Source: an optimization exercise on an open RTL-to-GDS flow (aim: a short achievable clock period and few clock cycles). Production flows keep margins and buffers that such runs may drop.
At most, simulation tests tie the RTL to the original design; equivalence was not proved.
Power is estimated from default activity; no workload was simulated.

Setup of alpha:
// RV32Core
module RV32Core(
    input  wire        CPU_CLK,
    input  wire        CPU_RST,
    output wire [31:0] imem_addr,
    input  wire [31:0] imem_rdata,
    output wire [31:0] dmem_addr,
    output wire [3:0]  dmem_we,
    output wire [31:0] dmem_wdata,
    input  wire [31:0] dmem_rdata
    );
For scale: roughly 11000 cells after synthesis, roughly 170 I/O pins.
==> module KSAdd, before the edit <==
module KSAdd #(parameter W = 32) (
    input  wire [W-1:0] a,
    input  wire [W-1:0] b,
    output wire [W-1:0] s
    );
    localparam L = $clog2(W);
    wire [W-1:0] x;
    wire [W-1:0] g [0:L];
    wire [W-1:0] p [0:L];
    genvar l, i;
    generate
        for (i = 0; i < W; i = i + 1) begin : leaf
            XCell  xc (.a(a[i]), .b(b[i]), .x(x[i]));
            GPCell gp (.a(a[i]), .b(b[i]), .gn(g[0][i]), .pn(p[0][i]));
        end
        for (l = 0; l < L; l = l + 1) begin : lvl
            for (i = 0; i < W; i = i + 1) begin : bit_
                if (i >= (1 << l)) begin : pre
                    if (l % 2 == 0) begin : np
                        PreP c (.ghn(g[l][i]), .phn(p[l][i]), .gln(g[l][i - (1 << l)]),
                                .pln(p[l][i - (1 << l)]), .g(g[l+1][i]), .p(p[l+1][i]));
                    end else begin : pn
                        PreN c (.gh(g[l][i]), .ph(p[l][i]), .gl(g[l][i - (1 << l)]),
                                .pl(p[l][i - (1 << l)]), .gn(g[l+1][i]), .pn(p[l+1][i]));
                    end
                end else begin : pass
                    Inv2 c (.g(g[l][i]), .p(p[l][i]), .gn(g[l+1][i]), .pn(p[l+1][i]));
                end
            end
        end
        wire [W-1:0] c;
        if (L % 2 == 1) begin : codd
            assign c = g[L];
        end else begin : cevn
            assign c = ~g[L];
        end
        assign s[0] = x[0];
        for (i = 1; i < W; i = i + 1) begin : sum
            XCell sc (.a(x[i]), .b(c[i-1]), .x(s[i]));
        end
    endgenerate
endmodule
export LEC_CHECK = 0
export CAP_MARGIN = 20
export CORE_MARGIN = 2
export CORE_UTILIZATION = 22
export GPL_TIMING_DRIVEN = 1
export SLEW_MARGIN = 20
export SYNTH_HIERARCHICAL = 1
export TNS_END_PERCENT = 100
create_clock -name core_clock -period 10.0 [get_ports {CPU_CLK}]
standard.sh (not shown) runs the stock make flow with config.mk's settings and CLKGATE_MAP_FILE= SYNTH_SCRIPT=/design/flow/synth_recipe.tcl, a recipe that flattens the netlist after the stock synthesis.
==> flow/flow/run.sh <==
#!/bin/bash
set -euo pipefail
bash standard.sh SETUP_SLACK_MARGIN=6.8 finish > standard_flow.log 2>&1
No stage failed in alpha, and the final checks on the layout all came back clean.
The following lists how beta was set up differently from alpha:
diff --git a/flow/design.v b/flow/design.v
--- a/flow/design.v
+++ b/flow/design.v
@@ -22,14 +22,13 @@
 module Inv2 (input wire g, input wire p, output wire gn, output wire pn);
     assign gn = ~g;
     assign pn = ~p;
 endmodule
-module KSAdd #(parameter W = 32) (
+module KSAdd #(parameter W = 32, parameter L = 5) (
     input  wire [W-1:0] a,
     input  wire [W-1:0] b,
     output wire [W-1:0] s
     );
-    localparam L = $clog2(W);
     wire [W-1:0] x;
     wire [W-1:0] g [0:L];
     wire [W-1:0] p [0:L];
     genvar l, i;
==> comparison <==
beta completed every stage of the flow, and the final layout passed the timing, DRC and antenna checks.
beta -> alpha: clock skew delta 0, exact match
beta and alpha ended up with roughly the same overall power after layout.
Comparing alpha against beta, there is no change at all in flip-flop and latch count.
For sequential power, beta and alpha come out practically identical.
From alpha to beta, core footprint did not move at all.
~same maximum fanout encountered on the critical timing path in beta and alpha
Worst-margin pin slew came out exactly the same in beta and alpha.
Per the comparison of beta with alpha, worst hold slack closely matched the old numbers, setup slack did not really move, sequential share of cell area held, clock insertion delay at the later pin of the skew report held, time the final worst path needs with I/O delays and setup held.
Testbench counts of beta, summed over its fixed seeds: cycles 74,060.
The RTL of alpha was laid out without a check of its function.

## run a
RV32Core, a different RTL version from the one above (not shown whole).
Size: about 11000 cells after synthesis, roughly 170 I/O pins, about 100000 µm² of cells after synthesis.
export LEC_CHECK = 0
export CAP_MARGIN = 20
export CORE_MARGIN = 2
export CORE_UTILIZATION = 22
export GPL_TIMING_DRIVEN = 1
export SLEW_MARGIN = 20
export SYNTH_HIERARCHICAL = 1
export TNS_END_PERCENT = 100
create_clock -name core_clock -period 10.0 [get_ports {CPU_CLK}]
Scripts as last shown in full above: flow/flow/run.sh
### run a -> run b
-- flow/design.v --
<<< run a, line 24
    assign pn = ~p;
endmodule
module KSAdd #(parameter W = 32) (
    input  wire [W-1:0] a,
    input  wire [W-1:0] b,
    output wire [W-1:0] s
    );
    localparam L = $clog2(W);
    wire [W-1:0] x;
    wire [W-1:0] g [0:L];
>>> run b, line 24
    assign pn = ~p;
endmodule
module KSAdd #(parameter W = 32, parameter L = 5) (
    input  wire [W-1:0] a,
    input  wire [W-1:0] b,
    output wire [W-1:0] s
    );
    wire [W-1:0] x;
    wire [W-1:0] g [0:L];
Results
- Detailed-placement wirelength estimate came out exactly the same in run b and run a.
- Reported for run b and run a, switching power summed over all nets turned out identical to the last digit.
- Run b and run a ended up with roughly the same via count of the first global-routing pass.
- Run a and run b ended up with roughly the same internal power.
- Diff run a..run b | number of sequential cells | unchanged
- Re routed wire length: no difference whatsoever between run a and run b.
Testbench counts of run b, summed over its fixed seeds: cycles 75,506.
The RTL of run a was laid out without a check of its function.

[afterwards: timing with drivers on the ports]
Ports are ideal in the flow. The routed layouts listed here were re-timed in OpenROAD. Step 1: set_driving_cell puts a clkbuf_16 on CPU_CLK and a buf_2 on each other input, an assumption about the parent block. Step 2 times the ports against the registers' clock, not the clock port: input delays grow and output delays shrink by t, the midpoint of the rising clock arrivals with the driver on. a / b / c = no drivers / after step 1 / after step 2; a / b = the first two.
run | t (ns) | slack for setup (ns) | worst setup path at the end | worst slew at a driven data input, ns
alpha | 1.022 | 6.234 / 6.234 / 5.568 | input to register | 0.23
beta | 1.022 | 6.234 / 6.234 / 5.568 | input to register | 0.23
run a | 1.022 | 6.524 / 6.447 / 5.704 | input to register | 0.33
run b | 1.022 | 6.524 / 6.447 / 5.704 | input to register | 0.33
After both steps setup and hold are still met in every run listed.
